This design comes from an exercise in tuning for small area on the open sky130 flow, not from production work. Function was checked by simulation only, so behaviour that the tests miss may differ from the original. No activity file was given, so power comes from the tool's default toggle rates.

## flow/config.mk

```make
export PLATFORM = sky130hd
export DESIGN_NAME = cordic_vectoring_top
export DESIGN_NICKNAME = cordic_vectoring_top
export VERILOG_FILES = /design/flow/design.v
export SDC_FILE = /design/flow/constraint.sdc
export NUM_CORES = 4
export LEC_CHECK = 0
export CAP_MARGIN = 20
export CORE_MARGIN = 2
export CORE_UTILIZATION = 40
export PLACE_DENSITY = 0.6
export SLEW_MARGIN = 20
```

## flow/constraint.sdc

```tcl
create_clock -name core_clock -period 7.0 [get_ports {clk}]
set_input_delay 1.4000 -clock core_clock [delete_from_list [all_inputs] [get_ports {clk}]]
set_output_delay 1.4000 -clock core_clock [all_outputs]
set_load 0.01 [all_outputs]
```

## flow/design.v

```verilog
`timescale 1ns / 1ps
module vectoring_quadrant_init#(parameter data_width=16)(
    input clk,
    input enable,
    input nreset,
    input signed [data_width-1:0] x_vec_in,
    input signed [data_width-1:0] y_vec_in,
    output reg done,
    output reg signed [data_width-1:0] x_vec_out,
    output reg signed [data_width-1:0] y_vec_out,
    output reg [1:0]quadrant
    );
    always @(posedge clk) begin
        if (~nreset) begin
            x_vec_out <= {data_width{1'b0}};
            y_vec_out <= {data_width{1'b0}};
            quadrant <= 2'b00;
            done <= 1'b0;
        end
        else begin
            if (enable) begin
                if (x_vec_in[data_width-1]==1'b1) begin
                    if (y_vec_in[data_width-1]==1'b1) begin
                        x_vec_out <= -x_vec_in;
                        y_vec_out <= -y_vec_in;
                        quadrant <= 2'b11;
                    end
                    else begin
                        x_vec_out <= -x_vec_in;
                        y_vec_out <= y_vec_in;
                        quadrant <= 2'b10;
                    end
                end
                else begin
                    if (y_vec_in[data_width-1]==1'b1) begin
                        x_vec_out <= x_vec_in;
                        y_vec_out <= -y_vec_in;
                        quadrant <= 2'b01;
                    end
                    else begin
                        x_vec_out <= x_vec_in;
                        y_vec_out <= y_vec_in;
                        quadrant <= 2'b00;
                    end
                end
                done <= 1'b1;
            end
            else begin
                x_vec_out <= {data_width{1'b0}};
                y_vec_out <= {data_width{1'b0}};
                quadrant <= 2'b00;
                done <= 1'b0;
            end
        end
    end
endmodule
`timescale 1ns / 1ps
module assign_inital #(parameter data_width=16,cordic_steps=16)(
    input clk,
    input nreset,
    input enable,
    input signed [data_width-1:0] x_vec_in,
    input signed [data_width-1:0] y_vec_in,
    input [1:0] quad_in,
    output signed [data_width-1:0] x_vec_out,
    output signed [data_width-1:0] y_vec_out,
    output reg [cordic_steps-1:0]micro_rotation_out,
    output reg [1:0] quad_out,
    output reg done
    );
    reg [data_width-1:0]x_temp_out,y_temp_out;
    assign x_vec_out = x_temp_out;
    assign y_vec_out = y_temp_out;
    always @(posedge clk) begin
        if (~nreset) begin
            x_temp_out <= {data_width{1'b0}};
            y_temp_out <= {data_width{1'b0}};
            micro_rotation_out <= {cordic_steps{1'b0}};
            done <= 1'b0;
        end
        else begin
            if (enable) begin
                x_temp_out <= x_vec_in + y_vec_in;
                y_temp_out <= y_vec_in - x_vec_in;
                micro_rotation_out <= {{(cordic_steps-1){1'b0}},1'b1};
                quad_out <= quad_in;
                done <= 1'b1;
            end
            else begin
                done <= 1'b0;
            end
        end
    end
endmodule
`timescale 1ns / 1ps
module stages #(parameter rotation_stage = 1,data_width=16,cordic_steps=16)(
    input clk,
    input nreset,
    input enable,
    input signed [data_width-1:0] x_vec_in,
    input signed [data_width-1:0] y_vec_in,
    input [cordic_steps-1:0] micro_rotation_in,
    input [1:0] quad_in,
    output signed [data_width-1:0] x_vec_out,
    output signed [data_width-1:0] y_vec_out,
    output reg [cordic_steps-1:0] micro_rotation_out,
    output reg [1:0] quad_out,
    output reg done
    );
    reg [data_width-1:0]x_temp_out,y_temp_out;
    assign x_vec_out = x_temp_out;
    assign y_vec_out = y_temp_out;
    always @(posedge clk) begin
        if (~nreset) begin
            x_temp_out <= {data_width{1'b0}};
            y_temp_out <= {data_width{1'b0}};
            micro_rotation_out <= 1'b0;
            done <= 1'b0;
        end
        else begin
            if (enable) begin
                done <= 1'b1;
                if (!y_vec_in[data_width-1]) begin
                    x_temp_out <= x_vec_in + (y_vec_in>>>rotation_stage);
                    y_temp_out <= y_vec_in - (x_vec_in>>>rotation_stage);
                    micro_rotation_out <= {{(cordic_steps-1-rotation_stage){1'b0}},1'b1,micro_rotation_in[rotation_stage-1:0]};
                end
                else begin
                    x_temp_out <= x_vec_in - (y_vec_in>>>rotation_stage);
                    y_temp_out <= y_vec_in + (x_vec_in>>>rotation_stage);
                    micro_rotation_out <= {{(cordic_steps-1-rotation_stage){1'b0}},1'b0,micro_rotation_in[rotation_stage-1:0]};
                end
                quad_out <= quad_in;
            end
            else begin
                done <= 1'b0;
            end
        end
    end
endmodule
`timescale 1ns / 1ps
module micro_to_angle #(parameter cordic_steps=16,angle_width=16)(
    input clk,
    input nreset,
    input enable,
    input [1:0]quadrant,
    input [cordic_steps-1:0]micro_rotation,
    output reg signed [angle_width-1:0]angle_out,
    output reg done
    );
    wire signed [angle_width-1:0] atan [cordic_steps-1:0];
    assign atan[0] = 20'h02000; 
    assign atan[1] = 20'h012E4;
    assign atan[2] = 20'h009FB;
    assign atan[3] = 20'h00511;
    assign atan[4] = 20'h0028B;
    assign atan[5] = 20'h00145;
    assign atan[6] = 20'h000A2;
    assign atan[7] = 20'h00051;
    assign atan[8] = 20'h00028;
    assign atan[9] = 20'h00014;
    assign atan[10] = 20'h0000A;
    assign atan[11] = 20'h00005;
    assign atan[12] = 20'h00002;
    assign atan[13] = 20'h00001;
    assign atan[14] = 20'h00000;
    assign atan[15] = 20'h00000;
    wire signed [angle_width-1:0]angle_temp;
    assign angle_temp = (micro_rotation[0]?atan[0]:$signed(-atan[0])) + (micro_rotation[1]?atan[1]:$signed(-atan[1])) + (micro_rotation[2]?atan[2]:$signed(-atan[2])) + 
    (micro_rotation[3]?atan[3]:$signed(-atan[3])) + (micro_rotation[4]?atan[4]:$signed(-atan[4])) + (micro_rotation[5]?atan[5]:$signed(-atan[5])) +
    (micro_rotation[6]?atan[6]:$signed(-atan[6])) + (micro_rotation[7]?atan[7]:$signed(-atan[7])) + (micro_rotation[8]?atan[8]:$signed(-atan[8])) +
    (micro_rotation[9]?atan[9]:$signed(-atan[9])) + (micro_rotation[10]?atan[10]:$signed(-atan[10])) + (micro_rotation[11]?atan[11]:$signed(-atan[11])) +
    (micro_rotation[12]?atan[12]:$signed(-atan[12])) + (micro_rotation[13]?atan[13]:$signed(-atan[13])) + (micro_rotation[14]?atan[14]:$signed(-atan[14])) +
    (micro_rotation[15]?atan[15]:$signed(-atan[15]));
    always @(posedge clk) begin
        if (~nreset) begin
            angle_out <= {angle_width{1'b0}};
            done <= 1'b0;
        end
        else begin
            if (enable) begin
                if (quadrant == 2'b11) begin
                    angle_out <= $signed(angle_temp) - $signed(20'h08000);
                end
                else if (quadrant == 2'b10) begin
                    angle_out <= $signed(20'h08000) + $signed(-angle_temp);
                end
                else if (quadrant == 2'b01) begin
                    angle_out <= $signed(-angle_temp);
                end
                else begin
                    angle_out <= angle_temp;
                end
                done <= 1'b1;
            end
            else begin
                done <= 1'b0;
            end
        end
    end
endmodule
`timescale 1ns / 1ps
module cordic_vectoring_top #(parameter data_width=16,cordic_steps=16,angle_width=20)(
    input clk,
    input nreset,
    input enable,
    input signed [data_width-1:0] x_vec_in,
    input signed [data_width-1:0] y_vec_in,
    output wire signed [data_width-1:0] x_vec_out,
    output [cordic_steps-1:0] micro_rotation,
    output reg signed [angle_width-1:0] angle,
    output reg done
    );
    wire signed [data_width-1:0] x [0:cordic_steps];
    wire signed [data_width-1:0] y [0:cordic_steps];
    wire [0:cordic_steps-1] status;
    wire quad_out;
    wire [1:0] quadrant [0:cordic_steps];
    wire done_angle_conversion;
    wire signed [angle_width-1:0] temp_angle;
    reg counter;
    reg signed [data_width-1+16:0] temp_x_vec_out;
    reg signed [data_width-1:0] x_last;
    reg [cordic_steps-1:0] micro_last, micro_out;
    wire signed [data_width-1:0] temp_x_vec_in;
    wire signed [data_width-1:0] temp_y_vec_in;
    wire [cordic_steps-1:0]temp_micro_rotation[cordic_steps-1:0];
    assign x[0] = temp_x_vec_in;
    assign y[0] = temp_y_vec_in;
    assign micro_rotation = micro_out;
    vectoring_quadrant_init#(16)
    quad(
        .clk(clk),
        .enable(enable),
        .nreset(nreset),
        .x_vec_in(x_vec_in),
        .y_vec_in(y_vec_in),
        .done(quad_out),
        .x_vec_out(temp_x_vec_in),
        .y_vec_out(temp_y_vec_in),
        .quadrant(quadrant[0])
        );
    assign_inital INITIAL(
        .clk(clk),
        .nreset(nreset),
        .enable(quad_out),
        .x_vec_in(x[0]),
        .y_vec_in(y[0]),
        .quad_in(quadrant[0]),
        .x_vec_out(x[1]),
        .y_vec_out(y[1]),
        .quad_out(quadrant[1]),
        .micro_rotation_out(temp_micro_rotation[0]),
        .done(status[0])
        );
    genvar i;
    generate
        for (i=1;i<cordic_steps;i=i+1) begin:gen_vectoring
            stages #(
                .data_width(data_width),
                .rotation_stage(i),
                .cordic_steps(cordic_steps)
            )
            STAGE(
                .clk(clk),
                .nreset(nreset),
                .enable(status[i-1]),
                .x_vec_in(x[i]),
                .y_vec_in(y[i]),
                .quad_in(quadrant[i]),
                .micro_rotation_in(temp_micro_rotation[i-1]),
                .x_vec_out(x[i+1]),
                .y_vec_out(y[i+1]),
                .quad_out(quadrant[i+1]),
                .micro_rotation_out(temp_micro_rotation[i]),
                .done(status[i])
                );
        end
    endgenerate
    micro_to_angle #(
        .cordic_steps(cordic_steps),
        .angle_width(angle_width)
    )
    angle_conversion(
        .clk(clk),
        .nreset(nreset),
        .enable(status[cordic_steps-1]),
        .micro_rotation(temp_micro_rotation[cordic_steps-1]),
        .quadrant(quadrant[cordic_steps]),
        .angle_out(temp_angle),
        .done(done_angle_conversion)
        );
    assign x_vec_out = temp_x_vec_out[data_width+7:8];
    always @(posedge clk) begin
        if (status[cordic_steps-1]) begin
            x_last <= x[cordic_steps];
            micro_last <= temp_micro_rotation[cordic_steps-1];
        end
    end
    always @(posedge clk) begin
        if (~nreset) begin
            done <= 1'b0;
        end
        else begin
            done <= done_angle_conversion;
            if (done_angle_conversion) begin
                    temp_x_vec_out <= x_last*(16'b0000000010011011);
                    micro_out <= micro_last;
                    angle <= temp_angle;
            end
        end
    end
endmodule
```

## flow/run.sh

```bash
#!/bin/bash
# synth_recipe.tcl (not shown) runs the flow's synth.tcl, then flattens the netlist and writes it again
# the make line also repeats each setting of config.mk as NAME=value (left out here)
make -C /OpenROAD-flow-scripts/flow DESIGN_CONFIG=/design/flow/config.mk WORK_HOME=/design/flow/orfs CLKGATE_MAP_FILE= SYNTH_SCRIPT=/design/flow/synth_recipe.tcl finish
```

==> reports/results.ini <==
[pwr]
vdd_drop_max_uv = 159
p_comb_share_pct = 20.7
swShare_pct = 28.5
p_int_mw = 9.01
total_leakage_power_nw = 26.3
pwr_density_cell_nw_per_um2 = 197
power_switching_mw = 3.59
pwr-share-clk_pct = 40.9
pwr-share-seq_pct = 38.4

[critical_path]
cp_data_required_time_ns = 7.60
cpPeakStageDelay_ns = 0.68
crit_path_top_delay_cell = fa_1
cp.arrival_ns = 7.14
r2r_slack_ns = 0.46
cp_num_buf_inv = 4
path_cells = inv_2, fa_2, inv_1, fa_1, inv_2, fa_1, fa_1, fa_1, ha_1, ha_1, nor2b_1, o2111ai_1, nand3_1, a31oi_1, o21bai_1, xor2_1, inv_1, ha_1, nor2b_1, o22ai_1, xor2_1, a211oi_1
end_kind = flip-flop
path_class = reg2reg
cp_top_family = adder cells
critical_path.startpoint_type = flip-flop
path_common_cell = fa_1
cp_max_fo = 6

[floorplan]
chipHeight_um = 384
ios = 88
initial_core_util_pct = 40.3
dieWidth_um = 384
dieArea_um2 = 148000
placement_rows = 139
core_area_um2 = 143000

[global_routing]
gr-total-overflow = 0
antenna_found_initial = 0
grt_usage_pct = 17.5
grt_max_degree = 149
grt_pass1_wl_um = 218000
grt_pass1_vias = 42600

[cts]
hold_buffers = 0
clockBufferDepth = 3
cts_root_buffer = clkbuf_16
cts_tree = done
htreeDepth = 3
post-cts-setup-buffers = 0
cts-resized-gates = 0
cts_made_buffers = 90
cts_sinks = 805
clkTransAtPathRegs_ns = 0.06
insertion_delay_ns = 0.69

[place]
dp_hpwl_um = 99500
place.gp.congestion = 0.842
place_inst = 8321
numPortBuffers = 87

[finish]
insertedDiodeCount = 0
final_nets = 7330
drive_gt1_share_pct = 4.27
instances_no_fill = 8487
utilization_pct = 44.5
fillCellCount = 14000
area_delta_synth_final_pct = 10.4

[sta]
skew_ns = 0.0212
fmax_mhz = 153
finalCritPeriodShare_pct = 93.4
slew_viol_final = 0
rsz0062_at_grt = no
tns_ns = 0
relSlewSlack_pct = 31.6
finalSetupViolCount = 0
hold_viol = 0
period_needed_ns = 6.54
tightest_slew_ns = 1.01

[synth]
synth_common_cells = 1,011 x nor2_1, 689 x dfxtp_1, 602 x ha_1
synthCells = 6504
syn_nets = 7324
synthesis.area_um2 = 57800
synth_ff_type = dfxtp_1
yosys_warnings = 19
synth_area_leader_cell = dfxtp_1
synth-seq-cells = 805
avgSynthCellArea_um2 = 8.89
synth_top_area_share_pct = 23.9
ys_seq_area_share_pct = 29.9
async_flop_share_pct = 0
yosysUniqueCellTypes = 84
yosysMostFrequentCell = nor2_1
synth_area_leaders = dfxtp_1 24%, ha_1 13%, mux2i_1 7.6%
synth_edf_count = 116

[routing]
drc = 0
antenna_left = 0
finalWirelength_um = 131000
vias_per_cell = 5.27
drt_iter0_markers = 2207
wire_per_inst_um = 15.4
dr.pass1.iters = 5
vias = 44700

[status]
status = complete, no violations

[min_path]
hold_path.class = reg2reg

[run]
max_cap_violations = 0

power by group through the flow:
| stage | clock (mW) | combinational, mW | sequential [mW] |
|---|---|---|---|
| 4_1_cts | 5.31 | 2.61 | 4.84 |
| 6_report | 5.16 | 2.61 | 4.84 |
| 3_3_place_gp | 0 | 2.57 | 4.94 |
| 5_1_grt | 5.48 | 2.94 | 4.85 |
| 3_5_place_dp | 0 | 2.59 | 4.94 |
| 2_1_floorplan | 0 | 2.12 | 4.90 |
logic make-up (layout without fill, tap and decap cells):
logic type,after synthesis,in the layout,share of synthesized area [%]
buf+inv,648,728,4.21
simple gates,1992,1992,15.7
xor+xnor,594,594,9.00
fa+ha+maj,785,785,19.4
flops,805,805,29.9
compound gates,1225,1225,14.0
mux,455,455,7.91
layout make-up:
class | instances | area (µm²) | share of cell area (%)
clock buffers | 116 | 2480 | 3.89
clock inverters | 50 | 712 | 1.11
inverters | 429 | 1620 | 2.53
multi-input cells | 5051 | 38100 | 59.7
flip-flops and latches | 805 | 17300 | 27.1
well taps | 1903 | 2380 | 3.73
repair buffers | 133 | 1240 | 1.94
metrics by stage:
step                worst slack (ns)  cell area (µm²)  hold WS, ns  power (mW)
global placement               0.310            60700        0.403        7.51
floorplan                      0.716            57800        0.386        7.02
finish                         0.463            63900        0.417        12.6
detailed placement             0.300            60700        0.405        7.53
global route                 0.00429            63900        0.417        13.3
CTS                            0.242            63800        0.413        12.8
cell usage in the layout (no fill, tap or decap), drive strengths merged, types with 63 or more instances in the layout:
| cell type | instances |
|---|---|
| nor2 | 1011 |
| dfxtp | 689 |
| ha | 602 |
| mux2i | 441 |
| inv | 430 |
| xnor2 | 409 |
| a21oi | 357 |
| nand2 | 263 |
| o21ai | 213 |
| nor3 | 198 |
| xor2 | 185 |
| fa | 183 |
| a211oi | 117 |
| edfxtp | 116 |
| clkbuf | 116 |
| nand3 | 113 |
| a21o | 113 |
| clkdlybuf4s50 | 86 |
| nand2b | 72 |
| nor2b | 63 |
per-layer routing:
metal	GRT usage, %	vias to the layer above	part of all wire (%)
met1	24.7	21200	50
met3	2.18	137	2.9
met5	0	-	0
met4	3.63	0	1.8
met2	28.6	508	45
li1	-	22900	-
sequential cells by signal, indices dropped and copies added, names as in the netlist, 2 cells and up:
| register | cells |
|---|---|
| quad.x_vec_out | 16 |
| gen_vectoring.STAGE.y_temp_out | 209 |
| gen_vectoring.STAGE.x_temp_out | 240 |
| angle | 20 |
| INITIAL.x_temp_out | 15 |
| gen_vectoring.STAGE.quad_out | 30 |
| x_last | 16 |
| INITIAL.quad_out | 2 |
| temp_x_vec_out | 16 |
| micro_last | 16 |
| quad.y_vec_out | 16 |
| angle_conversion.angle_out | 20 |
| micro_out | 16 |
| gen_vectoring.STAGE.micro_rotation_out | 135 |
| gen_vectoring.STAGE.done | 15 |
| INITIAL.y_temp_out | 16 |
| quad.quadrant | 2 |
path summary, 6_finish.rpt:
kind,start,cells past startpoint,endpoint
worst max-delay path,gen_vectoring[15].STAGE.micro_rotation_out[11]$_SDFFE_PN0P_,22,angle_conversion.angle_out[17]$_SDFFE_PN0P_
worst min-delay path,gen_vectoring[6].STAGE.quad_out[1]$_DFFE_PP_,0,gen_vectoring[7].STAGE.quad_out[1]$_DFFE_PP_
worst max register to register,gen_vectoring[15].STAGE.micro_rotation_out[11]$_SDFFE_PN0P_,22,angle_conversion.angle_out[17]$_SDFFE_PN0P_
worst min register to register,gen_vectoring[6].STAGE.quad_out[1]$_DFFE_PP_,0,gen_vectoring[7].STAGE.quad_out[1]$_DFFE_PP_

separate check: timing with driven ports:
The flow's constraints put no driver on any port. The routed layout listed below was extracted and timed again, unchanged, in two steps. Step 1: set_driving_cell puts a clkbuf_16 on clk and a buf_2 on each other input, an assumption about the parent block. Step 2 moves the port delays by t, midway between the first and last clock arrival at a register: inputs arrive t later, outputs are due t later. That takes back most of the time a late clock gives input paths. Slacks: ideal / step 1 / step 2; pairs: ideal / step 1.
shift t [ns]: 0.740
setup slack, ns: 0.463 / 0.463 / 0.463
hold slack, ns: 0.417 / 0.417 / 0.417
After both steps this run still meets setup and hold. For this run, drivers alone change the setup slack by 0.000 ns; drivers and shift together by 0.000 ns.
